This design comes from an exercise in tuning for small area, a short achievable clock period and few clock cycles per item on the open sky130 flow, not from production work.
In this exercise RTL edits were held to simulation tests only and were not proved equivalent to the original.

[flow/design.v]
module RC6dynamicRotFun(
    input   wire    [4:0]   inRotValue,
    input   wire    [31:0]  inData,
    output  wire    [31:0]  outData
    );
wire [31:0] r0 = inRotValue[0] ? {inData[30:0], inData[31]} : inData;
wire [31:0] r1 = inRotValue[1] ? {r0[29:0], r0[31:30]} : r0;
wire [31:0] r2 = inRotValue[2] ? {r1[27:0], r1[31:28]} : r1;
wire [31:0] r3 = inRotValue[3] ? {r2[23:0], r2[31:24]} : r2;
assign outData = inRotValue[4] ? {r3[15:0], r3[31:16]} : r3;
endmodule
module RC6keyExpansion #(parameter W = 32) (
    input   wire    [W-1:0]  inA,
    input   wire    [W-1:0]  inB,
    output  wire    [W-1:0]  outSum0,
    output  wire    [W-1:0]  outSum1
    );
wire [W-1:0] p = inA ^ inB;
wire [W-1:0] g0 = inA & inB;
wire [W-1:0] p0 = p;
wire [W-1:0] g1, p1, g2, p2, g3, p3, g4, p4, g5, p5;
genvar i;
generate
    for (i = 0; i < W; i = i + 1) begin : g_ks
        if (i >= 1) begin : g_l1
            assign g1[i] = g0[i] | (p0[i] & g0[i-1]);
            assign p1[i] = p0[i] & p0[i-1];
        end else begin : g_l1n
            assign g1[i] = g0[i];
            assign p1[i] = p0[i];
        end
        if (i >= 2) begin : g_l2
            assign g2[i] = g1[i] | (p1[i] & g1[i-2]);
            assign p2[i] = p1[i] & p1[i-2];
        end else begin : g_l2n
            assign g2[i] = g1[i];
            assign p2[i] = p1[i];
        end
        if (i >= 4) begin : g_l3
            assign g3[i] = g2[i] | (p2[i] & g2[i-4]);
            assign p3[i] = p2[i] & p2[i-4];
        end else begin : g_l3n
            assign g3[i] = g2[i];
            assign p3[i] = p2[i];
        end
        if (i >= 8) begin : g_l4
            assign g4[i] = g3[i] | (p3[i] & g3[i-8]);
            assign p4[i] = p3[i] & p3[i-8];
        end else begin : g_l4n
            assign g4[i] = g3[i];
            assign p4[i] = p3[i];
        end
        if (i >= 16) begin : g_l5
            assign g5[i] = g4[i] | (p4[i] & g4[i-16]);
            assign p5[i] = p4[i] & p4[i-16];
        end else begin : g_l5n
            assign g5[i] = g4[i];
            assign p5[i] = p4[i];
        end
    end
endgenerate
assign outSum0 = p ^ {g5[W-2:0], 1'b0};
assign outSum1 = p ^ {g5[W-2:0] | p5[W-2:0], 1'b1};
endmodule
module RC6keyReg #(parameter W = 29) (
    input   wire    [W-1:0]  inA,
    input   wire    [W-1:0]  inB,
    output  wire             outCarry
    );
wire [W-1:0] g0 = inA & inB;
wire [W-1:0] p0 = inA ^ inB;
wire [W-1:0] g1, p1, g2, p2, g3, p3, g4, p4, g5;
genvar i;
generate
    for (i = 0; i < W; i = i + 1) begin : g_ks
        if (i >= 1) begin : g_l1
            assign g1[i] = g0[i] | (p0[i] & g0[i-1]);
            assign p1[i] = p0[i] & p0[i-1];
        end else begin : g_l1n
            assign g1[i] = g0[i];
            assign p1[i] = p0[i];
        end
        if (i >= 2) begin : g_l2
            assign g2[i] = g1[i] | (p1[i] & g1[i-2]);
            assign p2[i] = p1[i] & p1[i-2];
        end else begin : g_l2n
            assign g2[i] = g1[i];
            assign p2[i] = p1[i];
        end
        if (i >= 4) begin : g_l3
            assign g3[i] = g2[i] | (p2[i] & g2[i-4]);
            assign p3[i] = p2[i] & p2[i-4];
        end else begin : g_l3n
            assign g3[i] = g2[i];
            assign p3[i] = p2[i];
        end
        if (i >= 8) begin : g_l4
            assign g4[i] = g3[i] | (p3[i] & g3[i-8]);
            assign p4[i] = p3[i] & p3[i-8];
        end else begin : g_l4n
            assign g4[i] = g3[i];
            assign p4[i] = p3[i];
        end
        if (i >= 16) begin : g_l5
            assign g5[i] = g4[i] | (p4[i] & g4[i-16]);
        end else begin : g_l5n
            assign g5[i] = g4[i];
        end
    end
endgenerate
assign outCarry = g5[W-1];
endmodule
module RC6control #(parameter W = 1) (
    input   wire            inSel,
    input   wire    [W-1:0] inData0,
    input   wire    [W-1:0] inData1,
    output  wire    [W-1:0] outData
    );
assign outData = inSel ? inData1 : inData0;
endmodule
module RC6round(
    input  wire [31:0] inData,
    output wire [31:0] outData
    );
wire w1 = (inData[11] & inData[12]) ^ (inData[0] & inData[24]);
wire w2 = (inData[11] & inData[12]) & (inData[0] & inData[24]);
wire w3 = (inData[13] & ~inData[12]) ^ (inData[0] & inData[25]) ^ (inData[1] & inData[24]);
wire w4 = ((inData[13] & ~inData[12]) & (inData[0] & inData[25])) | ((inData[13] & ~inData[12]) & (inData[1] & inData[24])) | ((inData[0] & inData[25]) & (inData[1] & inData[24]));
wire w5 = (inData[12] & inData[13]) ^ (inData[0] & inData[26]) ^ (inData[1] & inData[25]);
wire w6 = ((inData[12] & inData[13]) & (inData[0] & inData[26])) | ((inData[12] & inData[13]) & (inData[1] & inData[25])) | ((inData[0] & inData[26]) & (inData[1] & inData[25]));
wire w7 = (inData[2] & inData[24]) ^ (inData[3] & inData[23]);
wire w8 = (inData[2] & inData[24]) & (inData[3] & inData[23]);
wire w9 = (inData[14] & ~inData[13]) ^ (inData[0] & inData[27]) ^ (inData[1] & inData[26]);
wire w10 = ((inData[14] & ~inData[13]) & (inData[0] & inData[27])) | ((inData[14] & ~inData[13]) & (inData[1] & inData[26])) | ((inData[0] & inData[27]) & (inData[1] & inData[26]));
wire w11 = (inData[2] & inData[25]) ^ (inData[3] & inData[24]) ^ (inData[4] & inData[23]);
wire w12 = ((inData[2] & inData[25]) & (inData[3] & inData[24])) | ((inData[2] & inData[25]) & (inData[4] & inData[23])) | ((inData[3] & inData[24]) & (inData[4] & inData[23]));
wire w13 = (inData[13] & inData[14]) ^ (inData[0] & inData[28]) ^ (inData[1] & inData[27]);
wire w14 = ((inData[13] & inData[14]) & (inData[0] & inData[28])) | ((inData[13] & inData[14]) & (inData[1] & inData[27])) | ((inData[0] & inData[28]) & (inData[1] & inData[27]));
wire w15 = (inData[2] & inData[26]) ^ (inData[3] & inData[25]) ^ (inData[4] & inData[24]);
wire w16 = ((inData[2] & inData[26]) & (inData[3] & inData[25])) | ((inData[2] & inData[26]) & (inData[4] & inData[24])) | ((inData[3] & inData[25]) & (inData[4] & inData[24]));
wire w17 = (inData[5] & inData[23]) ^ (inData[6] & inData[22]);
wire w18 = (inData[5] & inData[23]) & (inData[6] & inData[22]);
wire w19 = (inData[15] & ~inData[14]) ^ (inData[0] & inData[29]) ^ (inData[1] & inData[28]);
wire w21 = (inData[2] & inData[27]) ^ (inData[3] & inData[26]) ^ (inData[4] & inData[25]);
wire w23 = (inData[5] & inData[24]) ^ (inData[6] & inData[23]) ^ (inData[7] & inData[22]);
wire w25 = (inData[7] & inData[8]) ^ (inData[0] & inData[16]);
wire w26 = (inData[7] & inData[8]) & (inData[0] & inData[16]);
wire w27 = (inData[9] & ~inData[8]) ^ (inData[0] & inData[17]) ^ (inData[1] & inData[16]);
wire w28 = ((inData[9] & ~inData[8]) & (inData[0] & inData[17])) | ((inData[9] & ~inData[8]) & (inData[1] & inData[16])) | ((inData[0] & inData[17]) & (inData[1] & inData[16]));
wire w29 = (inData[8] & inData[9]) ^ (inData[0] & inData[18]) ^ (inData[1] & inData[17]);
wire w30 = ((inData[8] & inData[9]) & (inData[0] & inData[18])) | ((inData[8] & inData[9]) & (inData[1] & inData[17])) | ((inData[0] & inData[18]) & (inData[1] & inData[17]));
wire w31 = (inData[2] & inData[16]) ^ (inData[3] & inData[15]);
wire w32 = (inData[2] & inData[16]) & (inData[3] & inData[15]);
wire w33 = (inData[10] & ~inData[9]) ^ (inData[0] & inData[19]) ^ (inData[1] & inData[18]);
wire w34 = ((inData[10] & ~inData[9]) & (inData[0] & inData[19])) | ((inData[10] & ~inData[9]) & (inData[1] & inData[18])) | ((inData[0] & inData[19]) & (inData[1] & inData[18]));
wire w35 = (inData[2] & inData[17]) ^ (inData[3] & inData[16]) ^ (inData[4] & inData[15]);
wire w36 = ((inData[2] & inData[17]) & (inData[3] & inData[16])) | ((inData[2] & inData[17]) & (inData[4] & inData[15])) | ((inData[3] & inData[16]) & (inData[4] & inData[15]));
wire w37 = (inData[9] & inData[10]) ^ (inData[0] & inData[20]) ^ (inData[1] & inData[19]);
wire w38 = ((inData[9] & inData[10]) & (inData[0] & inData[20])) | ((inData[9] & inData[10]) & (inData[1] & inData[19])) | ((inData[0] & inData[20]) & (inData[1] & inData[19]));
wire w39 = (inData[2] & inData[18]) ^ (inData[3] & inData[17]) ^ (inData[4] & inData[16]);
wire w40 = ((inData[2] & inData[18]) & (inData[3] & inData[17])) | ((inData[2] & inData[18]) & (inData[4] & inData[16])) | ((inData[3] & inData[17]) & (inData[4] & inData[16]));
wire w41 = (inData[5] & inData[15]) ^ (inData[6] & inData[14]);
wire w42 = (inData[5] & inData[15]) & (inData[6] & inData[14]);
wire w43 = (inData[11] & ~inData[10]) ^ (inData[0] & inData[21]) ^ (inData[1] & inData[20]);
wire w44 = ((inData[11] & ~inData[10]) & (inData[0] & inData[21])) | ((inData[11] & ~inData[10]) & (inData[1] & inData[20])) | ((inData[0] & inData[21]) & (inData[1] & inData[20]));
wire w45 = (inData[2] & inData[19]) ^ (inData[3] & inData[18]) ^ (inData[4] & inData[17]);
wire w46 = ((inData[2] & inData[19]) & (inData[3] & inData[18])) | ((inData[2] & inData[19]) & (inData[4] & inData[17])) | ((inData[3] & inData[18]) & (inData[4] & inData[17]));
wire w47 = (inData[5] & inData[16]) ^ (inData[6] & inData[15]) ^ (inData[7] & inData[14]);
wire w48 = ((inData[5] & inData[16]) & (inData[6] & inData[15])) | ((inData[5] & inData[16]) & (inData[7] & inData[14])) | ((inData[6] & inData[15]) & (inData[7] & inData[14]));
wire w49 = (inData[10] & inData[11]) ^ (inData[0] & inData[22]) ^ (inData[1] & inData[21]);
wire w50 = ((inData[10] & inData[11]) & (inData[0] & inData[22])) | ((inData[10] & inData[11]) & (inData[1] & inData[21])) | ((inData[0] & inData[22]) & (inData[1] & inData[21]));
wire w51 = (inData[2] & inData[20]) ^ (inData[3] & inData[19]) ^ (inData[4] & inData[18]);
wire w52 = ((inData[2] & inData[20]) & (inData[3] & inData[19])) | ((inData[2] & inData[20]) & (inData[4] & inData[18])) | ((inData[3] & inData[19]) & (inData[4] & inData[18]));
wire w53 = (inData[5] & inData[17]) ^ (inData[6] & inData[16]) ^ (inData[7] & inData[15]);
wire w54 = ((inData[5] & inData[17]) & (inData[6] & inData[16])) | ((inData[5] & inData[17]) & (inData[7] & inData[15])) | ((inData[6] & inData[16]) & (inData[7] & inData[15]));
wire w55 = (inData[8] & inData[14]) ^ (inData[9] & inData[13]);
wire w56 = (inData[8] & inData[14]) & (inData[9] & inData[13]);
wire w57 = (inData[12] & ~inData[11]) ^ (inData[0] & inData[23]) ^ (inData[1] & inData[22]);
wire w58 = ((inData[12] & ~inData[11]) & (inData[0] & inData[23])) | ((inData[12] & ~inData[11]) & (inData[1] & inData[22])) | ((inData[0] & inData[23]) & (inData[1] & inData[22]));
wire w59 = (inData[2] & inData[21]) ^ (inData[3] & inData[20]) ^ (inData[4] & inData[19]);
wire w60 = ((inData[2] & inData[21]) & (inData[3] & inData[20])) | ((inData[2] & inData[21]) & (inData[4] & inData[19])) | ((inData[3] & inData[20]) & (inData[4] & inData[19]));
wire w61 = (inData[5] & inData[18]) ^ (inData[6] & inData[17]) ^ (inData[7] & inData[16]);
wire w62 = ((inData[5] & inData[18]) & (inData[6] & inData[17])) | ((inData[5] & inData[18]) & (inData[7] & inData[16])) | ((inData[6] & inData[17]) & (inData[7] & inData[16]));
wire w63 = (inData[8] & inData[15]) ^ (inData[9] & inData[14]) ^ (inData[10] & inData[13]);
wire w64 = ((inData[8] & inData[15]) & (inData[9] & inData[14])) | ((inData[8] & inData[15]) & (inData[10] & inData[13])) | ((inData[9] & inData[14]) & (inData[10] & inData[13]));
wire w65 = (inData[1] & inData[23]) ^ (inData[2] & inData[22]) ^ (inData[3] & inData[21]);
wire w66 = ((inData[1] & inData[23]) & (inData[2] & inData[22])) | ((inData[1] & inData[23]) & (inData[3] & inData[21])) | ((inData[2] & inData[22]) & (inData[3] & inData[21]));
wire w67 = (inData[4] & inData[20]) ^ (inData[5] & inData[19]) ^ (inData[6] & inData[18]);
wire w68 = ((inData[4] & inData[20]) & (inData[5] & inData[19])) | ((inData[4] & inData[20]) & (inData[6] & inData[18])) | ((inData[5] & inData[19]) & (inData[6] & inData[18]));
wire w69 = (inData[7] & inData[17]) ^ (inData[8] & inData[16]) ^ (inData[9] & inData[15]);
wire w70 = ((inData[7] & inData[17]) & (inData[8] & inData[16])) | ((inData[7] & inData[17]) & (inData[9] & inData[15])) | ((inData[8] & inData[16]) & (inData[9] & inData[15]));
wire w71 = (inData[10] & inData[14]) ^ (inData[11] & inData[13]) ^ inData[26];
wire w72 = ((inData[10] & inData[14]) & (inData[11] & inData[13])) | ((inData[10] & inData[14]) & inData[26]) | ((inData[11] & inData[13]) & inData[26]);
wire w73 = (inData[2] & inData[23]) ^ (inData[3] & inData[22]) ^ (inData[4] & inData[21]);
wire w74 = ((inData[2] & inData[23]) & (inData[3] & inData[22])) | ((inData[2] & inData[23]) & (inData[4] & inData[21])) | ((inData[3] & inData[22]) & (inData[4] & inData[21]));
wire w75 = (inData[5] & inData[20]) ^ (inData[6] & inData[19]) ^ (inData[7] & inData[18]);
wire w76 = ((inData[5] & inData[20]) & (inData[6] & inData[19])) | ((inData[5] & inData[20]) & (inData[7] & inData[18])) | ((inData[6] & inData[19]) & (inData[7] & inData[18]));
wire w77 = (inData[8] & inData[17]) ^ (inData[9] & inData[16]) ^ (inData[10] & inData[15]);
wire w78 = ((inData[8] & inData[17]) & (inData[9] & inData[16])) | ((inData[8] & inData[17]) & (inData[10] & inData[15])) | ((inData[9] & inData[16]) & (inData[10] & inData[15]));
wire w79 = (inData[11] & inData[14]) ^ inData[27] ^ w3;
wire w80 = ((inData[11] & inData[14]) & inData[27]) | ((inData[11] & inData[14]) & w3) | (inData[27] & w3);
wire w81 = (inData[4] & inData[22]) ^ (inData[5] & inData[21]) ^ (inData[6] & inData[20]);
wire w82 = ((inData[4] & inData[22]) & (inData[5] & inData[21])) | ((inData[4] & inData[22]) & (inData[6] & inData[20])) | ((inData[5] & inData[21]) & (inData[6] & inData[20]));
wire w83 = (inData[7] & inData[19]) ^ (inData[8] & inData[18]) ^ (inData[9] & inData[17]);
wire w84 = ((inData[7] & inData[19]) & (inData[8] & inData[18])) | ((inData[7] & inData[19]) & (inData[9] & inData[17])) | ((inData[8] & inData[18]) & (inData[9] & inData[17]));
wire w85 = (inData[10] & inData[16]) ^ (inData[11] & inData[15]) ^ (inData[12] & inData[14]);
wire w86 = ((inData[10] & inData[16]) & (inData[11] & inData[15])) | ((inData[10] & inData[16]) & (inData[12] & inData[14])) | ((inData[11] & inData[15]) & (inData[12] & inData[14]));
wire w87 = inData[28] ^ w5 ^ w7;
wire w88 = (inData[28] & w5) | (inData[28] & w7) | (w5 & w7);
wire w89 = (inData[5] & inData[22]) ^ (inData[6] & inData[21]) ^ (inData[7] & inData[20]);
wire w90 = ((inData[5] & inData[22]) & (inData[6] & inData[21])) | ((inData[5] & inData[22]) & (inData[7] & inData[20])) | ((inData[6] & inData[21]) & (inData[7] & inData[20]));
wire w91 = (inData[8] & inData[19]) ^ (inData[9] & inData[18]) ^ (inData[10] & inData[17]);
wire w92 = ((inData[8] & inData[19]) & (inData[9] & inData[18])) | ((inData[8] & inData[19]) & (inData[10] & inData[17])) | ((inData[9] & inData[18]) & (inData[10] & inData[17]));
wire w93 = (inData[11] & inData[16]) ^ (inData[12] & inData[15]) ^ inData[29];
wire w94 = ((inData[11] & inData[16]) & (inData[12] & inData[15])) | ((inData[11] & inData[16]) & inData[29]) | ((inData[12] & inData[15]) & inData[29]);
wire w95 = w9 ^ w11 ^ w6;
wire w96 = (w9 & w11) | (w9 & w6) | (w11 & w6);
wire w97 = (inData[7] & inData[21]) ^ (inData[8] & inData[20]) ^ (inData[9] & inData[19]);
wire w98 = ((inData[7] & inData[21]) & (inData[8] & inData[20])) | ((inData[7] & inData[21]) & (inData[9] & inData[19])) | ((inData[8] & inData[20]) & (inData[9] & inData[19]));
wire w99 = (inData[10] & inData[18]) ^ (inData[11] & inData[17]) ^ (inData[12] & inData[16]);
wire w100 = ((inData[10] & inData[18]) & (inData[11] & inData[17])) | ((inData[10] & inData[18]) & (inData[12] & inData[16])) | ((inData[11] & inData[17]) & (inData[12] & inData[16]));
wire w101 = (inData[13] & inData[15]) ^ inData[30] ^ w13;
wire w102 = ((inData[13] & inData[15]) & inData[30]) | ((inData[13] & inData[15]) & w13) | (inData[30] & w13);
wire w103 = w15 ^ w17 ^ w10;
wire w104 = (w15 & w17) | (w15 & w10) | (w17 & w10);
wire w105 = (inData[8] & inData[21]) ^ (inData[9] & inData[20]) ^ (inData[10] & inData[19]);
wire w107 = (inData[11] & inData[18]) ^ (inData[12] & inData[17]) ^ (inData[13] & inData[16]);
wire w109 = inData[31] ^ w19 ^ w21;
wire w111 = w23 ^ w14 ^ w16;
wire w113 = (inData[4] & inData[5]) ^ (inData[0] & inData[10]);
wire w114 = (inData[4] & inData[5]) & (inData[0] & inData[10]);
wire w115 = (inData[6] & ~inData[5]) ^ (inData[0] & inData[11]) ^ (inData[1] & inData[10]);
wire w116 = ((inData[6] & ~inData[5]) & (inData[0] & inData[11])) | ((inData[6] & ~inData[5]) & (inData[1] & inData[10])) | ((inData[0] & inData[11]) & (inData[1] & inData[10]));
wire w117 = (inData[5] & inData[6]) ^ (inData[0] & inData[12]) ^ (inData[1] & inData[11]);
wire w118 = ((inData[5] & inData[6]) & (inData[0] & inData[12])) | ((inData[5] & inData[6]) & (inData[1] & inData[11])) | ((inData[0] & inData[12]) & (inData[1] & inData[11]));
wire w119 = (inData[2] & inData[10]) ^ (inData[3] & inData[9]);
wire w120 = (inData[2] & inData[10]) & (inData[3] & inData[9]);
wire w121 = (inData[7] & ~inData[6]) ^ (inData[0] & inData[13]) ^ (inData[1] & inData[12]);
wire w122 = ((inData[7] & ~inData[6]) & (inData[0] & inData[13])) | ((inData[7] & ~inData[6]) & (inData[1] & inData[12])) | ((inData[0] & inData[13]) & (inData[1] & inData[12]));
wire w123 = (inData[2] & inData[11]) ^ (inData[3] & inData[10]) ^ (inData[4] & inData[9]);
wire w124 = ((inData[2] & inData[11]) & (inData[3] & inData[10])) | ((inData[2] & inData[11]) & (inData[4] & inData[9])) | ((inData[3] & inData[10]) & (inData[4] & inData[9]));
wire w125 = (inData[6] & inData[7]) ^ (inData[0] & inData[14]) ^ (inData[1] & inData[13]);
wire w126 = ((inData[6] & inData[7]) & (inData[0] & inData[14])) | ((inData[6] & inData[7]) & (inData[1] & inData[13])) | ((inData[0] & inData[14]) & (inData[1] & inData[13]));
wire w127 = (inData[2] & inData[12]) ^ (inData[3] & inData[11]) ^ (inData[4] & inData[10]);
wire w128 = ((inData[2] & inData[12]) & (inData[3] & inData[11])) | ((inData[2] & inData[12]) & (inData[4] & inData[10])) | ((inData[3] & inData[11]) & (inData[4] & inData[10]));
wire w129 = (inData[5] & inData[9]) ^ (inData[6] & inData[8]);
wire w130 = (inData[5] & inData[9]) & (inData[6] & inData[8]);
wire w131 = (inData[8] & ~inData[7]) ^ (inData[0] & inData[15]) ^ (inData[1] & inData[14]);
wire w132 = ((inData[8] & ~inData[7]) & (inData[0] & inData[15])) | ((inData[8] & ~inData[7]) & (inData[1] & inData[14])) | ((inData[0] & inData[15]) & (inData[1] & inData[14]));
wire w133 = (inData[2] & inData[13]) ^ (inData[3] & inData[12]) ^ (inData[4] & inData[11]);
wire w134 = ((inData[2] & inData[13]) & (inData[3] & inData[12])) | ((inData[2] & inData[13]) & (inData[4] & inData[11])) | ((inData[3] & inData[12]) & (inData[4] & inData[11]));
wire w135 = (inData[5] & inData[10]) ^ (inData[6] & inData[9]) ^ inData[17];
wire w136 = ((inData[5] & inData[10]) & (inData[6] & inData[9])) | ((inData[5] & inData[10]) & inData[17]) | ((inData[6] & inData[9]) & inData[17]);
wire w137 = (inData[1] & inData[15]) ^ (inData[2] & inData[14]) ^ (inData[3] & inData[13]);
wire w138 = ((inData[1] & inData[15]) & (inData[2] & inData[14])) | ((inData[1] & inData[15]) & (inData[3] & inData[13])) | ((inData[2] & inData[14]) & (inData[3] & inData[13]));
wire w139 = (inData[4] & inData[12]) ^ (inData[5] & inData[11]) ^ (inData[6] & inData[10]);
wire w140 = ((inData[4] & inData[12]) & (inData[5] & inData[11])) | ((inData[4] & inData[12]) & (inData[6] & inData[10])) | ((inData[5] & inData[11]) & (inData[6] & inData[10]));
wire w141 = (inData[7] & inData[9]) ^ inData[18] ^ w25;
wire w142 = ((inData[7] & inData[9]) & inData[18]) | ((inData[7] & inData[9]) & w25) | (inData[18] & w25);
wire w143 = (inData[2] & inData[15]) ^ (inData[3] & inData[14]) ^ (inData[4] & inData[13]);
wire w144 = ((inData[2] & inData[15]) & (inData[3] & inData[14])) | ((inData[2] & inData[15]) & (inData[4] & inData[13])) | ((inData[3] & inData[14]) & (inData[4] & inData[13]));
wire w145 = (inData[5] & inData[12]) ^ (inData[6] & inData[11]) ^ (inData[7] & inData[10]);
wire w146 = ((inData[5] & inData[12]) & (inData[6] & inData[11])) | ((inData[5] & inData[12]) & (inData[7] & inData[10])) | ((inData[6] & inData[11]) & (inData[7] & inData[10]));
wire w147 = inData[19] ^ w27 ^ w26;
wire w148 = (inData[19] & w27) | (inData[19] & w26) | (w27 & w26);
wire w149 = (inData[4] & inData[14]) ^ (inData[5] & inData[13]) ^ (inData[6] & inData[12]);
wire w150 = ((inData[4] & inData[14]) & (inData[5] & inData[13])) | ((inData[4] & inData[14]) & (inData[6] & inData[12])) | ((inData[5] & inData[13]) & (inData[6] & inData[12]));
wire w151 = (inData[7] & inData[11]) ^ (inData[8] & inData[10]) ^ inData[20];
wire w152 = ((inData[7] & inData[11]) & (inData[8] & inData[10])) | ((inData[7] & inData[11]) & inData[20]) | ((inData[8] & inData[10]) & inData[20]);
wire w153 = w29 ^ w31 ^ w28;
wire w154 = (w29 & w31) | (w29 & w28) | (w31 & w28);
wire w155 = (inData[5] & inData[14]) ^ (inData[6] & inData[13]) ^ (inData[7] & inData[12]);
wire w156 = ((inData[5] & inData[14]) & (inData[6] & inData[13])) | ((inData[5] & inData[14]) & (inData[7] & inData[12])) | ((inData[6] & inData[13]) & (inData[7] & inData[12]));
wire w157 = (inData[8] & inData[11]) ^ inData[21] ^ w33;
wire w158 = ((inData[8] & inData[11]) & inData[21]) | ((inData[8] & inData[11]) & w33) | (inData[21] & w33);
wire w159 = w35 ^ w30 ^ w32;
wire w160 = (w35 & w30) | (w35 & w32) | (w30 & w32);
wire w161 = (inData[7] & inData[13]) ^ (inData[8] & inData[12]) ^ (inData[9] & inData[11]);
wire w162 = ((inData[7] & inData[13]) & (inData[8] & inData[12])) | ((inData[7] & inData[13]) & (inData[9] & inData[11])) | ((inData[8] & inData[12]) & (inData[9] & inData[11]));
wire w163 = inData[22] ^ w37 ^ w39;
wire w164 = (inData[22] & w37) | (inData[22] & w39) | (w37 & w39);
wire w165 = w41 ^ w34 ^ w36;
wire w166 = (w41 & w34) | (w41 & w36) | (w34 & w36);
wire w167 = (inData[8] & inData[13]) ^ (inData[9] & inData[12]) ^ inData[23];
wire w168 = ((inData[8] & inData[13]) & (inData[9] & inData[12])) | ((inData[8] & inData[13]) & inData[23]) | ((inData[9] & inData[12]) & inData[23]);
wire w169 = w43 ^ w45 ^ w47;
wire w170 = (w43 & w45) | (w43 & w47) | (w45 & w47);
wire w171 = w38 ^ w40 ^ w42;
wire w172 = (w38 & w40) | (w38 & w42) | (w40 & w42);
wire w173 = (inData[10] & inData[12]) ^ inData[24] ^ w49;
wire w174 = ((inData[10] & inData[12]) & inData[24]) | ((inData[10] & inData[12]) & w49) | (inData[24] & w49);
wire w175 = w51 ^ w53 ^ w55;
wire w176 = (w51 & w53) | (w51 & w55) | (w53 & w55);
wire w177 = w44 ^ w46 ^ w48;
wire w178 = (w44 & w46) | (w44 & w48) | (w46 & w48);
wire w179 = inData[25] ^ w57 ^ w59;
wire w180 = (inData[25] & w57) | (inData[25] & w59) | (w57 & w59);
wire w181 = w61 ^ w63 ^ w50;
wire w182 = (w61 & w63) | (w61 & w50) | (w63 & w50);
wire w183 = w52 ^ w54 ^ w56;
wire w184 = (w52 & w54) | (w52 & w56) | (w54 & w56);
wire w185 = w1 ^ w65 ^ w67;
wire w186 = (w1 & w65) | (w1 & w67) | (w65 & w67);
wire w187 = w69 ^ w71 ^ w58;
wire w188 = (w69 & w71) | (w69 & w58) | (w71 & w58);
wire w189 = w60 ^ w62 ^ w64;
wire w190 = (w60 & w62) | (w60 & w64) | (w62 & w64);
wire w191 = w2 ^ w73 ^ w75;
wire w192 = (w2 & w73) | (w2 & w75) | (w73 & w75);
wire w193 = w77 ^ w79 ^ w66;
wire w194 = (w77 & w79) | (w77 & w66) | (w79 & w66);
wire w195 = w68 ^ w70 ^ w72;
wire w196 = (w68 & w70) | (w68 & w72) | (w70 & w72);
wire w197 = w4 ^ w81 ^ w83;
wire w198 = (w4 & w81) | (w4 & w83) | (w81 & w83);
wire w199 = w85 ^ w87 ^ w74;
wire w200 = (w85 & w87) | (w85 & w74) | (w87 & w74);
wire w201 = w76 ^ w78 ^ w80;
wire w202 = (w76 & w78) | (w76 & w80) | (w78 & w80);
wire w203 = w8 ^ w89 ^ w91;
wire w204 = (w8 & w89) | (w8 & w91) | (w89 & w91);
wire w205 = w93 ^ w95 ^ w82;
wire w206 = (w93 & w95) | (w93 & w82) | (w95 & w82);
wire w207 = w84 ^ w86 ^ w88;
wire w208 = (w84 & w86) | (w84 & w88) | (w86 & w88);
wire w209 = w12 ^ w97 ^ w99;
wire w210 = (w12 & w97) | (w12 & w99) | (w97 & w99);
wire w211 = w101 ^ w103 ^ w90;
wire w212 = (w101 & w103) | (w101 & w90) | (w103 & w90);
wire w213 = w92 ^ w94 ^ w96;
wire w214 = (w92 & w94) | (w92 & w96) | (w94 & w96);
wire w215 = w18 ^ w105 ^ w107;
wire w217 = w109 ^ w111 ^ w98;
wire w219 = w100 ^ w102 ^ w104;
wire w221 = (inData[2] & inData[3]) ^ (inData[0] & inData[6]);
wire w222 = (inData[2] & inData[3]) & (inData[0] & inData[6]);
wire w223 = (inData[4] & ~inData[3]) ^ (inData[0] & inData[7]) ^ (inData[1] & inData[6]);
wire w224 = ((inData[4] & ~inData[3]) & (inData[0] & inData[7])) | ((inData[4] & ~inData[3]) & (inData[1] & inData[6])) | ((inData[0] & inData[7]) & (inData[1] & inData[6]));
wire w225 = (inData[3] & inData[4]) ^ (inData[0] & inData[8]) ^ (inData[1] & inData[7]);
wire w226 = ((inData[3] & inData[4]) & (inData[0] & inData[8])) | ((inData[3] & inData[4]) & (inData[1] & inData[7])) | ((inData[0] & inData[8]) & (inData[1] & inData[7]));
wire w227 = (inData[2] & inData[6]) ^ (inData[3] & inData[5]);
wire w228 = (inData[2] & inData[6]) & (inData[3] & inData[5]);
wire w229 = (inData[5] & ~inData[4]) ^ (inData[0] & inData[9]) ^ (inData[1] & inData[8]);
wire w230 = ((inData[5] & ~inData[4]) & (inData[0] & inData[9])) | ((inData[5] & ~inData[4]) & (inData[1] & inData[8])) | ((inData[0] & inData[9]) & (inData[1] & inData[8]));
wire w231 = (inData[2] & inData[7]) ^ (inData[3] & inData[6]) ^ inData[11];
wire w232 = ((inData[2] & inData[7]) & (inData[3] & inData[6])) | ((inData[2] & inData[7]) & inData[11]) | ((inData[3] & inData[6]) & inData[11]);
wire w233 = (inData[1] & inData[9]) ^ (inData[2] & inData[8]) ^ (inData[3] & inData[7]);
wire w234 = ((inData[1] & inData[9]) & (inData[2] & inData[8])) | ((inData[1] & inData[9]) & (inData[3] & inData[7])) | ((inData[2] & inData[8]) & (inData[3] & inData[7]));
wire w235 = (inData[4] & inData[6]) ^ inData[12] ^ w113;
wire w236 = ((inData[4] & inData[6]) & inData[12]) | ((inData[4] & inData[6]) & w113) | (inData[12] & w113);
wire w237 = (inData[2] & inData[9]) ^ (inData[3] & inData[8]) ^ (inData[4] & inData[7]);
wire w238 = ((inData[2] & inData[9]) & (inData[3] & inData[8])) | ((inData[2] & inData[9]) & (inData[4] & inData[7])) | ((inData[3] & inData[8]) & (inData[4] & inData[7]));
wire w239 = inData[13] ^ w115 ^ w114;
wire w240 = (inData[13] & w115) | (inData[13] & w114) | (w115 & w114);
wire w241 = (inData[4] & inData[8]) ^ (inData[5] & inData[7]) ^ inData[14];
wire w242 = ((inData[4] & inData[8]) & (inData[5] & inData[7])) | ((inData[4] & inData[8]) & inData[14]) | ((inData[5] & inData[7]) & inData[14]);
wire w243 = w117 ^ w119 ^ w116;
wire w244 = (w117 & w119) | (w117 & w116) | (w119 & w116);
wire w245 = (inData[5] & inData[8]) ^ inData[15] ^ w121;
wire w246 = ((inData[5] & inData[8]) & inData[15]) | ((inData[5] & inData[8]) & w121) | (inData[15] & w121);
wire w247 = w123 ^ w118 ^ w120;
wire w248 = (w123 & w118) | (w123 & w120) | (w118 & w120);
wire w249 = inData[16] ^ w125 ^ w127;
wire w250 = (inData[16] & w125) | (inData[16] & w127) | (w125 & w127);
wire w251 = w129 ^ w122 ^ w124;
wire w252 = (w129 & w122) | (w129 & w124) | (w122 & w124);
wire w253 = w131 ^ w133 ^ w135;
wire w254 = (w131 & w133) | (w131 & w135) | (w133 & w135);
wire w255 = w126 ^ w128 ^ w130;
wire w256 = (w126 & w128) | (w126 & w130) | (w128 & w130);
wire w257 = w137 ^ w139 ^ w141;
wire w258 = (w137 & w139) | (w137 & w141) | (w139 & w141);
wire w259 = w132 ^ w134 ^ w136;
wire w260 = (w132 & w134) | (w132 & w136) | (w134 & w136);
wire w261 = w143 ^ w145 ^ w147;
wire w262 = (w143 & w145) | (w143 & w147) | (w145 & w147);
wire w263 = w138 ^ w140 ^ w142;
wire w264 = (w138 & w140) | (w138 & w142) | (w140 & w142);
wire w265 = w149 ^ w151 ^ w153;
wire w266 = (w149 & w151) | (w149 & w153) | (w151 & w153);
wire w267 = w144 ^ w146 ^ w148;
wire w268 = (w144 & w146) | (w144 & w148) | (w146 & w148);
wire w269 = w155 ^ w157 ^ w159;
wire w270 = (w155 & w157) | (w155 & w159) | (w157 & w159);
wire w271 = w150 ^ w152 ^ w154;
wire w272 = (w150 & w152) | (w150 & w154) | (w152 & w154);
wire w273 = w161 ^ w163 ^ w165;
wire w274 = (w161 & w163) | (w161 & w165) | (w163 & w165);
wire w275 = w156 ^ w158 ^ w160;
wire w276 = (w156 & w158) | (w156 & w160) | (w158 & w160);
wire w277 = w167 ^ w169 ^ w171;
wire w278 = (w167 & w169) | (w167 & w171) | (w169 & w171);
wire w279 = w162 ^ w164 ^ w166;
wire w280 = (w162 & w164) | (w162 & w166) | (w164 & w166);
wire w281 = w173 ^ w175 ^ w177;
wire w282 = (w173 & w175) | (w173 & w177) | (w175 & w177);
wire w283 = w168 ^ w170 ^ w172;
wire w284 = (w168 & w170) | (w168 & w172) | (w170 & w172);
wire w285 = w179 ^ w181 ^ w183;
wire w286 = (w179 & w181) | (w179 & w183) | (w181 & w183);
wire w287 = w174 ^ w176 ^ w178;
wire w288 = (w174 & w176) | (w174 & w178) | (w176 & w178);
wire w289 = w185 ^ w187 ^ w189;
wire w290 = (w185 & w187) | (w185 & w189) | (w187 & w189);
wire w291 = w180 ^ w182 ^ w184;
wire w292 = (w180 & w182) | (w180 & w184) | (w182 & w184);
wire w293 = w191 ^ w193 ^ w195;
wire w294 = (w191 & w193) | (w191 & w195) | (w193 & w195);
wire w295 = w186 ^ w188 ^ w190;
wire w296 = (w186 & w188) | (w186 & w190) | (w188 & w190);
wire w297 = w197 ^ w199 ^ w201;
wire w298 = (w197 & w199) | (w197 & w201) | (w199 & w201);
wire w299 = w192 ^ w194 ^ w196;
wire w300 = (w192 & w194) | (w192 & w196) | (w194 & w196);
wire w301 = w203 ^ w205 ^ w207;
wire w302 = (w203 & w205) | (w203 & w207) | (w205 & w207);
wire w303 = w198 ^ w200 ^ w202;
wire w304 = (w198 & w200) | (w198 & w202) | (w200 & w202);
wire w305 = w209 ^ w211 ^ w213;
wire w306 = (w209 & w211) | (w209 & w213) | (w211 & w213);
wire w307 = w204 ^ w206 ^ w208;
wire w308 = (w204 & w206) | (w204 & w208) | (w206 & w208);
wire w309 = w215 ^ w217 ^ w219;
wire w311 = w210 ^ w212 ^ w214;
wire w313 = (inData[1] & inData[2]) ^ (inData[0] & inData[4]);
wire w314 = (inData[1] & inData[2]) & (inData[0] & inData[4]);
wire w315 = (inData[3] & ~inData[2]) ^ (inData[0] & inData[5]) ^ (inData[1] & inData[4]);
wire w316 = ((inData[3] & ~inData[2]) & (inData[0] & inData[5])) | ((inData[3] & ~inData[2]) & (inData[1] & inData[4])) | ((inData[0] & inData[5]) & (inData[1] & inData[4]));
wire w317 = (inData[1] & inData[5]) ^ (inData[2] & inData[4]) ^ inData[8];
wire w318 = ((inData[1] & inData[5]) & (inData[2] & inData[4])) | ((inData[1] & inData[5]) & inData[8]) | ((inData[2] & inData[4]) & inData[8]);
wire w319 = (inData[2] & inData[5]) ^ inData[9] ^ w223;
wire w320 = ((inData[2] & inData[5]) & inData[9]) | ((inData[2] & inData[5]) & w223) | (inData[9] & w223);
wire w321 = inData[10] ^ w225 ^ w227;
wire w322 = (inData[10] & w225) | (inData[10] & w227) | (w225 & w227);
wire w323 = w229 ^ w231 ^ w226;
wire w324 = (w229 & w231) | (w229 & w226) | (w231 & w226);
wire w325 = w233 ^ w235 ^ w230;
wire w326 = (w233 & w235) | (w233 & w230) | (w235 & w230);
wire w327 = w237 ^ w239 ^ w234;
wire w328 = (w237 & w239) | (w237 & w234) | (w239 & w234);
wire w329 = w241 ^ w243 ^ w238;
wire w330 = (w241 & w243) | (w241 & w238) | (w243 & w238);
wire w331 = w245 ^ w247 ^ w242;
wire w332 = (w245 & w247) | (w245 & w242) | (w247 & w242);
wire w333 = w249 ^ w251 ^ w246;
wire w334 = (w249 & w251) | (w249 & w246) | (w251 & w246);
wire w335 = w253 ^ w255 ^ w250;
wire w336 = (w253 & w255) | (w253 & w250) | (w255 & w250);
wire w337 = w257 ^ w259 ^ w254;
wire w338 = (w257 & w259) | (w257 & w254) | (w259 & w254);
wire w339 = w261 ^ w263 ^ w258;
wire w340 = (w261 & w263) | (w261 & w258) | (w263 & w258);
wire w341 = w265 ^ w267 ^ w262;
wire w342 = (w265 & w267) | (w265 & w262) | (w267 & w262);
wire w343 = w269 ^ w271 ^ w266;
wire w344 = (w269 & w271) | (w269 & w266) | (w271 & w266);
wire w345 = w273 ^ w275 ^ w270;
wire w346 = (w273 & w275) | (w273 & w270) | (w275 & w270);
wire w347 = w277 ^ w279 ^ w274;
wire w348 = (w277 & w279) | (w277 & w274) | (w279 & w274);
wire w349 = w281 ^ w283 ^ w278;
wire w350 = (w281 & w283) | (w281 & w278) | (w283 & w278);
wire w351 = w285 ^ w287 ^ w282;
wire w352 = (w285 & w287) | (w285 & w282) | (w287 & w282);
wire w353 = w289 ^ w291 ^ w286;
wire w354 = (w289 & w291) | (w289 & w286) | (w291 & w286);
wire w355 = w293 ^ w295 ^ w290;
wire w356 = (w293 & w295) | (w293 & w290) | (w295 & w290);
wire w357 = w297 ^ w299 ^ w294;
wire w358 = (w297 & w299) | (w297 & w294) | (w299 & w294);
wire w359 = w301 ^ w303 ^ w298;
wire w360 = (w301 & w303) | (w301 & w298) | (w303 & w298);
wire w361 = w305 ^ w307 ^ w302;
wire w362 = (w305 & w307) | (w305 & w302) | (w307 & w302);
wire w363 = w309 ^ w311 ^ w306;
wire w365 = (inData[0] & inData[1]) ^ (inData[0] & inData[2]);
wire w366 = (inData[0] & inData[1]) & (inData[0] & inData[2]);
wire w367 = (inData[2] & ~inData[1]) ^ (inData[0] & inData[3]) ^ inData[5];
wire w368 = ((inData[2] & ~inData[1]) & (inData[0] & inData[3])) | ((inData[2] & ~inData[1]) & inData[5]) | ((inData[0] & inData[3]) & inData[5]);
wire w369 = (inData[1] & inData[3]) ^ inData[6] ^ w313;
wire w370 = ((inData[1] & inData[3]) & inData[6]) | ((inData[1] & inData[3]) & w313) | (inData[6] & w313);
wire w371 = inData[7] ^ w315 ^ w314;
wire w372 = (inData[7] & w315) | (inData[7] & w314) | (w315 & w314);
wire w373 = w221 ^ w317 ^ w316;
wire w374 = (w221 & w317) | (w221 & w316) | (w317 & w316);
wire w375 = w222 ^ w319 ^ w318;
wire w376 = (w222 & w319) | (w222 & w318) | (w319 & w318);
wire w377 = w224 ^ w321 ^ w320;
wire w378 = (w224 & w321) | (w224 & w320) | (w321 & w320);
wire w379 = w228 ^ w323 ^ w322;
wire w380 = (w228 & w323) | (w228 & w322) | (w323 & w322);
wire w381 = w232 ^ w325 ^ w324;
wire w382 = (w232 & w325) | (w232 & w324) | (w325 & w324);
wire w383 = w236 ^ w327 ^ w326;
wire w384 = (w236 & w327) | (w236 & w326) | (w327 & w326);
wire w385 = w240 ^ w329 ^ w328;
wire w386 = (w240 & w329) | (w240 & w328) | (w329 & w328);
wire w387 = w244 ^ w331 ^ w330;
wire w388 = (w244 & w331) | (w244 & w330) | (w331 & w330);
wire w389 = w248 ^ w333 ^ w332;
wire w390 = (w248 & w333) | (w248 & w332) | (w333 & w332);
wire w391 = w252 ^ w335 ^ w334;
wire w392 = (w252 & w335) | (w252 & w334) | (w335 & w334);
wire w393 = w256 ^ w337 ^ w336;
wire w394 = (w256 & w337) | (w256 & w336) | (w337 & w336);
wire w395 = w260 ^ w339 ^ w338;
wire w396 = (w260 & w339) | (w260 & w338) | (w339 & w338);
wire w397 = w264 ^ w341 ^ w340;
wire w398 = (w264 & w341) | (w264 & w340) | (w341 & w340);
wire w399 = w268 ^ w343 ^ w342;
wire w400 = (w268 & w343) | (w268 & w342) | (w343 & w342);
wire w401 = w272 ^ w345 ^ w344;
wire w402 = (w272 & w345) | (w272 & w344) | (w345 & w344);
wire w403 = w276 ^ w347 ^ w346;
wire w404 = (w276 & w347) | (w276 & w346) | (w347 & w346);
wire w405 = w280 ^ w349 ^ w348;
wire w406 = (w280 & w349) | (w280 & w348) | (w349 & w348);
wire w407 = w284 ^ w351 ^ w350;
wire w408 = (w284 & w351) | (w284 & w350) | (w351 & w350);
wire w409 = w288 ^ w353 ^ w352;
wire w410 = (w288 & w353) | (w288 & w352) | (w353 & w352);
wire w411 = w292 ^ w355 ^ w354;
wire w412 = (w292 & w355) | (w292 & w354) | (w355 & w354);
wire w413 = w296 ^ w357 ^ w356;
wire w414 = (w296 & w357) | (w296 & w356) | (w357 & w356);
wire w415 = w300 ^ w359 ^ w358;
wire w416 = (w300 & w359) | (w300 & w358) | (w359 & w358);
wire w417 = w304 ^ w361 ^ w360;
wire w418 = (w304 & w361) | (w304 & w360) | (w361 & w360);
wire w419 = w308 ^ w363 ^ w362;
wire [31:0] ra = {w419 , w417 , w415 , w413 , w411 , w409 , w407 , w405 , w403 , w401 , w399 , w397 , w395 , w393 , w391 , w389 , w387 , w385 , w383 , w381 , w379 , w377 , w375 , w373 , w371 , w369 , w367 , inData[4] , (inData[1] & ~inData[0]) , inData[2] , inData[0] , inData[0]};
wire [31:0] rb = {w418 , w416 , w414 , w412 , w410 , w408 , w406 , w404 , w402 , w400 , w398 , w396 , w394 , w392 , w390 , w388 , w386 , w384 , w382 , w380 , w378 , w376 , w374 , w372 , w370 , w368 , w366 , w365 , inData[3] , 1'b0 , inData[1] , 1'b0};
wire [31:0] sum = ra + rb;
assign outData = {sum[26:0], sum[31:27]};
endmodule
module RC6encryption(
	input		wire			  	inClk,
	input		wire				inReset,
	input		wire				inKeyWr,
	input		wire				inDataWr,
	input 	wire 	[127:0] 	inData,
	input		wire	[255:0] 	inKey,
	output 	wire 	[127:0] 	outData,
	output	wire				outBusy
	);
localparam [31:0] P32 = 32'hB7E15163;
localparam [31:0] Q32 = 32'h9E3779B9;
function [31:0] bswap(input [31:0] x);
	bswap = {x[7:0], x[15:8], x[23:16], x[31:24]};
endfunction
function [31:0] rotl3(input [31:0] x);
	rotl3 = {x[28:0], x[31:29]};
endfunction
reg			busy;
reg	[7:0]	cnt;
reg			pass1n;		 
reg			stepY;		 
reg			pre;		 
reg			post;		 
reg			noTU;		 
reg			zS;			 
wire		last = (cnt == 8'd131);
wire	[7:0]	cntn = cnt + 8'd1;
wire		run = busy && !inReset && !last;	 
wire		start = !busy && inKeyWr && inDataWr && !inReset;
always @(posedge inClk) begin
	if (inReset)
		busy <= 1'b0;
	else if (!busy)
		busy <= inKeyWr & inDataWr;
	else if (last)
		busy <= 1'b0;
	cnt		<= run ? cntn : 8'd0;
	pass1n	<= run ? (cntn < 8'd43) : 1'b1;
	stepY	<= run && (((cntn >= 8'd90) && !cntn[0]) || (cntn == 8'd131));
	pre		<= run && (cntn == 8'd90);
	post	<= run && (cntn == 8'd131);
	noTU	<= run && ((cntn == 8'd90) || (cntn == 8'd131));
	zS		<= run && ((cntn == 8'd88) || (cntn == 8'd129));
end
assign outBusy = busy;
reg	[31:0]	d0, d1, d2, d3;	 
reg	[31:0]	sr [0:42];	 
reg	[31:0]	lr [0:7];	 
reg	[31:0]	pc;			 
reg	[31:0]	SA;			 
reg	[31:0]	Br;			 
wire	[31:0]	x = SA;
wire	[31:0]	y = Br;
wire	[31:0]	L = lr[0];
wire	[28:0]	lo = x[28:0] + y[28:0];
wire			c29;
RC6keyReg #(.W(29)) _c29(.inA(x[28:0]), .inB(y[28:0]), .outCarry(c29));
wire	[2:0]		hi0 = x[31:29] + y[31:29];
wire	[2:0]		hi1 = hi0 + 3'd1;
wire	[3:0]		w = {1'b0, L[2:0]} + {1'b0, y[2:0]};
wire	[3:0]		wl0 = {1'b0, w[2:0]} + {1'b0, hi0};
wire	[3:0]		wl1 = {1'b0, w[2:0]} + {1'b0, hi1};
wire	[3:0]		wl;
RC6control #(.W(4)) _mwl(.inSel(c29), .inData0(wl0), .inData1(wl1), .outData(wl));
wire	[28:0]	b1 = L[31:3], b2 = y[31:3], b3 = x[28:0], b4 = y[28:0];
wire	[28:0]	bh = b1 ^ b2 ^ b3;
wire	[28:0]	bk = {((b1[27:0] & b2[27:0]) | (b1[27:0] & b3[27:0]) | (b2[27:0] & b3[27:0])), w[3]};
wire	[28:0]	bu = bh ^ bk ^ b4;
wire	[28:0]	bv = {((bh[27:0] & bk[27:0]) | (bh[27:0] & b4[27:0]) | (bk[27:0] & b4[27:0])), 1'b0};
wire	[28:0]	bs0, bs1;
RC6keyExpansion #(.W(29)) _addB(.inA(bu), .inB(bv), .outSum0(bs0), .outSum1(bs1));
wire	[28:0]	bs;
RC6control #(.W(29)) _mbs(.inSel(wl[3]), .inData0(bs0), .inData1(bs1), .outData(bs));
wire	[31:0]	s2 = {bs, wl[2:0]};
wire	[4:0]		rk0 = {lo[1:0], hi0} + y[4:0];
wire	[4:0]		rk1 = {lo[1:0], hi1} + y[4:0];
wire	[4:0]		rk;
RC6control #(.W(5)) _mrk(.inSel(c29), .inData0(rk0), .inData1(rk1), .outData(rk));
wire	[31:0]	Bn;
RC6dynamicRotFun _rotB(.inRotValue(rk), .inData(s2), .outData(Bn));
wire	[31:0]	Snext = pass1n ? pc : (post ? d2 : sr[0]);
wire	[3:0]		ql0 = {1'b0, Snext[2:0]} + {1'b0, hi0};
wire	[3:0]		ql1 = {1'b0, Snext[2:0]} + {1'b0, hi1};
wire	[3:0]		ql;
RC6control #(.W(4)) _mql(.inSel(c29), .inData0(ql0), .inData1(ql1), .outData(ql));
wire	[28:0]	q1 = Snext[31:3], q2 = x[28:0], q3 = y[28:0];
wire	[28:0]	qh = q1 ^ q2 ^ q3;
wire	[28:0]	qk = {((q1[27:0] & q2[27:0]) | (q1[27:0] & q3[27:0]) | (q2[27:0] & q3[27:0])), 1'b0};
wire	[28:0]	qs0, qs1;
RC6keyExpansion #(.W(29)) _addA(.inA(qh), .inB(qk), .outSum0(qs0), .outSum1(qs1));
wire	[28:0]	qs;
RC6control #(.W(29)) _mqs(.inSel(ql[3]), .inData0(qs0), .inData1(qs1), .outData(qs));
wire	[31:0]	SAn = {qs, ql[2:0]};
wire	[31:0]	An = {lo[28:0], c29 ? hi1 : hi0};
integer n;
always @(posedge inClk) begin
	for (n = 0; n < 42; n = n + 1)
		sr[n] <= sr[n + 1];
	sr[42] <= An;
	for (n = 0; n < 7; n = n + 1)
		lr[n] <= busy ? lr[n + 1] : bswap(inKey[255 - 32 * n -: 32]);
	lr[7] <= busy ? Bn : bswap(inKey[31:0]);
	pc <= busy ? pc + Q32 : P32 + Q32;
	SA <= busy ? SAn : P32;
	Br <= busy ? Bn : 32'd0;
end
reg	[31:0]	d1s, d3s;			 
reg	[31:0]	T, U;
wire	[31:0]	ft, fu;
RC6round _fB(.inData(d1s), .outData(ft));
RC6round _fD(.inData(d3s), .outData(fu));
wire	[31:0]	K0 = noTU ? sr[42] : sr[41];
wire	[31:0]	K2 = pre ? sr[41] : sr[42];
wire	[31:0]	r0, r2;
RC6dynamicRotFun _rot0(.inRotValue(U[4:0]), .inData(d0 ^ T), .outData(r0));
RC6dynamicRotFun _rot2(.inRotValue(T[4:0]), .inData(d2 ^ U), .outData(r2));
wire	[31:0]	a0 = r0 + K0;
wire	[31:0]	a2 = r2 + K2;
always @(posedge inClk) begin
	T <= ft;
	U <= fu;
	d1s <= zS ? 32'd0 : a2;
	d3s <= zS ? 32'd0 : a0;
	if (start) begin
		d0 <= inData[31:0];
		d1 <= inData[127:96];
		d2 <= inData[95:64];
		d3 <= inData[63:32];
	end else if (stepY) begin
		d0 <= d1;
		d1 <= post ? SAn : a2;
		d2 <= d3;
		d3 <= a0;
	end
end
assign outData = {bswap(d3), bswap(d0), bswap(d1), bswap(d2)};
endmodule
[flow/run.sh]
#!/bin/bash
# synth_recipe.tcl (not shown) runs the flow's synth.tcl, then flattens the netlist and writes it again
# the make line also repeats each setting of config.mk as NAME=value (left out here)
make -C /OpenROAD-flow-scripts/flow DESIGN_CONFIG=/design/flow/config.mk WORK_HOME=/design/flow/orfs CLKGATE_MAP_FILE= SYNTH_SCRIPT=/design/flow/synth_recipe.tcl finish
[flow/config.mk]
export PLATFORM = sky130hd
export DESIGN_NAME = RC6encryption
export DESIGN_NICKNAME = RC6encryption
export VERILOG_FILES = /design/flow/design.v
export SDC_FILE = /design/flow/constraint.sdc
export NUM_CORES = 4
export LEC_CHECK = 0
export CAP_MARGIN = 30
export CORE_MARGIN = 2
export CORE_UTILIZATION = 55
export CTS_CLUSTER_DIAMETER = 60
export CTS_CLUSTER_SIZE = 25
export SLEW_MARGIN = 30
export SYNTH_HIERARCHICAL = 1
[flow/constraint.sdc]
create_clock -name core_clock -period 20.0 [get_ports {inClk}]
set_input_delay 4.0000 -clock core_clock [delete_from_list [all_inputs] [get_ports {inClk}]]
set_output_delay 4.0000 -clock core_clock [all_outputs]
set_load 0.01 [all_outputs]
==> impl_metrics.json <==
{
  "status": "complete, no violations",
  "synth_area_leaders": "dfxtp_1, fa_1, mux2_2",
  "synth_ff_type": "dfxtp_1",
  "final_antenna_net_count": 0,
  "async_reset_ff_share_pct": 0,
  "grt_setup_unrepaired": "no",
  "wl_met2_um": 102000,
  "final_nets": 8553,
  "m1WireLength_um": 93900,
  "wirelength_um": 221000,
  "die_x_um": 395,
  "critPathMaxFanout": 66,
  "numCtsBuffers": 121,
  "synth_seq_cells": 1999,
  "clock_sinks": 1999,
  "io-pin-count": 517,
  "die-area_um2": 156000,
  "grt_antenna_before_repair": 10,
  "placedCellCount": 9314,
  "top_layer": "met5",
  "ys_types": 104,
  "cts_setup_buffers": 0,
  "die_h_um": 395,
  "critical-path-top-delay-family": "buffers and inverters",
  "yosysSeqAreaShare_pct": 49.1,
  "timing.fmax_ghz": 0.148,
  "synthTopCellsByCount": "dfxtp_1, nand2_1, mux2_2",
  "grtUsageTotal_pct": 28.2,
  "arrival_ns": 7.16,
  "cts_root_buffer": "clkbuf_16",
  "post-route-drc-count": 0,
  "final-hold-violation-count": 0,
  "area_delta_synth_final_pct": 13.1,
  "synth_most_common_cell": "dfxtp_1",
  "grt_max_degree": 191,
  "route.met3.wl_um": 17700,
  "synth_edf_count": 128,
  "rows": 143,
  "hpwl_um": 170000,
  "finalClockSkew_ns": 0.0829,
  "relSlewSlack_pct": 24.5,
  "ctsHoldBuffers": 0,
  "end_kind": "flip-flop",
  "start_kind": "primary input",
  "layout_min_cycle_time_ns": 6.75,
  "yosys.area.top_type": "dfxtp_1",
  "clk-insertion-delay-late_ns": 0.81,
  "grt_overflow": 0,
  "syn_area_um2": 84200,
  "cp_cell_sequence": "clkdlybuf4s50_1, nand4bb_4, nand2b_4, buf_16, buf_4",
  "slowest_delay_ns": 0.80,
  "start_util_pct": 55.4,
  "layoutNonFillerInstCount": 9518,
  "grt_first_pass_wirelength_um": 330000,
  "final_util_pct": 62.7,
  "drive_gt1_share_pct": 13.6,
  "min_path_type": "reg -> reg",
  "slew_violations": 0,
  "place_congestion": 0.948,
  "setup_slack_ns": 13.25,
  "drt_iter0_markers": 3940,
  "cts_resized": 0,
  "dp_slack_ns": 12.19,
  "yosysWarnings": 9,
  "finalSetupTns_ns": 0,
  "finalSetupViolations": 0,
  "crit_required_ns": 20.41,
  "htreeDepth": 3,
  "vias": 52400,
  "nFillCells": 11900,
  "cpMaxStageDelayCell": "nand4bb_4",
  "coreArea_um2": 152000,
  "grt_pass1_vias": 52200,
  "post-route-period-util_pct": 33.8,
  "vias_per_cell": 5.50,
  "port_buffers": 516,
  "maxCapViolations": 0,
  "avgSynthCellArea_um2": 12.0,
  "crit_buf_inv": 3,
  "synth_top_area_share_pct": 44.5,
  "cts_buffer_depth": 3,
  "crit_type": "in -> reg",
  "syn-instance-count": 7025,
  "clk_pin_slew_worst_paths_ns": 0.09,
  "first_pass_iters": 6,
  "wire_per_inst_um": 23.3,
  "tightestPinTransition_ns": 1.13,
  "cts_tree": "built"
}
## cells by family after synthesis
kind of cell	after synthesis	synth area share, %
simple gates	1494	8.40
buf+inv	757	3.75
flops	1999	49.1
mux	723	12.3
other cells	1	0.00445
xor+xnor	411	4.28
compound gates	883	6.85
fa+ha+maj	757	15.4
## layout by cell type, fill, tap and decap left out, drive strengths merged, types with 15 or more instances in the layout
| master | n |
|---|---|
| dfxtp | 1871 |
| nand2 | 661 |
| clkdlybuf4s50 | 516 |
| mux2 | 490 |
| inv | 477 |
| fa | 461 |
| ha | 296 |
| a21oi | 279 |
| and2 | 259 |
| nor2 | 248 |
| o21ai | 244 |
| xnor2 | 216 |
| xor2 | 195 |
| mux4 | 192 |
| clkbuf | 132 |
| edfxtp | 128 |
| a21o | 108 |
| nand2b | 56 |
| nand3 | 55 |
| buf | 52 |
| nor2b | 41 |
| nor3 | 41 |
| mux2i | 41 |
| nand4 | 41 |
| clkinv | 32 |
| o211ai | 30 |
| a31oi | 28 |
| o21bai | 27 |
| o21a | 26 |
| and3 | 25 |
| a211oi | 24 |
| or3 | 15 |
## Yosys stat by module (local to each module, per instance), excerpt
module | times used | cells | cell area, um^2 | flip-flops and latches
RC6encryption | 1 | 4114 | 57100 | 1999
RC6round | 2 | 874 | 7500 | 0
RC6dynamicRotFun | 3 | 116 | 1950 | 0
## state kept, by name (all words and copies together), names as in the netlist
register	count
post	1
d1s	32
U	32
busy	1
d3s	32
d1	32
pre	1
d0	32
Br	32
lr	256
pc	32
pass1n	1
T	32
sr	1376
d3	32
d2	32
cnt	8
stepY	1
noTU	1
SA	32
zS	1
## cell type report
class                   instances  area [um^2]  area share, %
clock buffers                 132         3150           3.31
diodes                          6         15.0         0.0158
well taps                    2030         2540           2.67
multi-input cells            4272        39800           41.8
clock inverters                65         1100           1.15
flip-flops and latches       1999        41300           43.4
repair buffers                568         5620           5.90
inverters                     446         1670           1.76
## worst paths after layout
| check | startpoint | end | slack (ns) | cells past startpoint |
|---|---|---|---|---|
| min | sr[39][16] | sr[38][16] | 0.31 | 0 |
| max | inReset | d3[4] | 13.25 | 5 |
| max reg2reg | T[0] | d3[29] | 13.95 | 14 |
| min reg2reg | sr[39][16] | sr[38][16] | 0.31 | 0 |
## per-stage QoR
step | hold WS [ns] | area [um^2]
2_1_floorplan | 0.310 | 84200
3_3_place_gp | 0.310 | 90900
3_5_place_dp | 0.312 | 90900
4_1_cts | 0.290 | 95200
5_1_grt | 0.288 | 95200
6_report | 0.308 | 95200
## per-layer routing
metal / up-vias / GRT usage, %
met5: - / 0
met4: 8 / 10.2
met3: 347 / 6.31
met2: 2002 / 45.0
met1: 25700 / 37.7
li1: 24300 / -
Testbench counts, summed over its fixed seeds: cycles 42,560, items 320.

port drivers added, routing unchanged:
In the flow no input, the clock included, has a driving cell. The finished layout below was timed again as built, in two steps.
Step 1, drivers: a clkbuf_16 drives inClk and a buf_2 each remaining input, both assumed.
Step 2 also shifts input and output timing later by t, the mid clock arrival at the registers, as if the neighbouring blocks saw the same clock.
Three values: ideal, step 1, step 2; two values: the first two.
shift t [ns]: 0.858
setup WS [ns]: 13.249 / 13.301 / 12.444
hold WS [ns]: 0.308 / 0.308 / 0.308
worst register clock-pin slew, ns: 0.10 / 0.10
cell pins on the clock port's net: 1
After both steps this run still meets setup and hold. For this run, drivers alone change the setup slack by +0.052 ns; drivers and shift together by -0.805 ns.
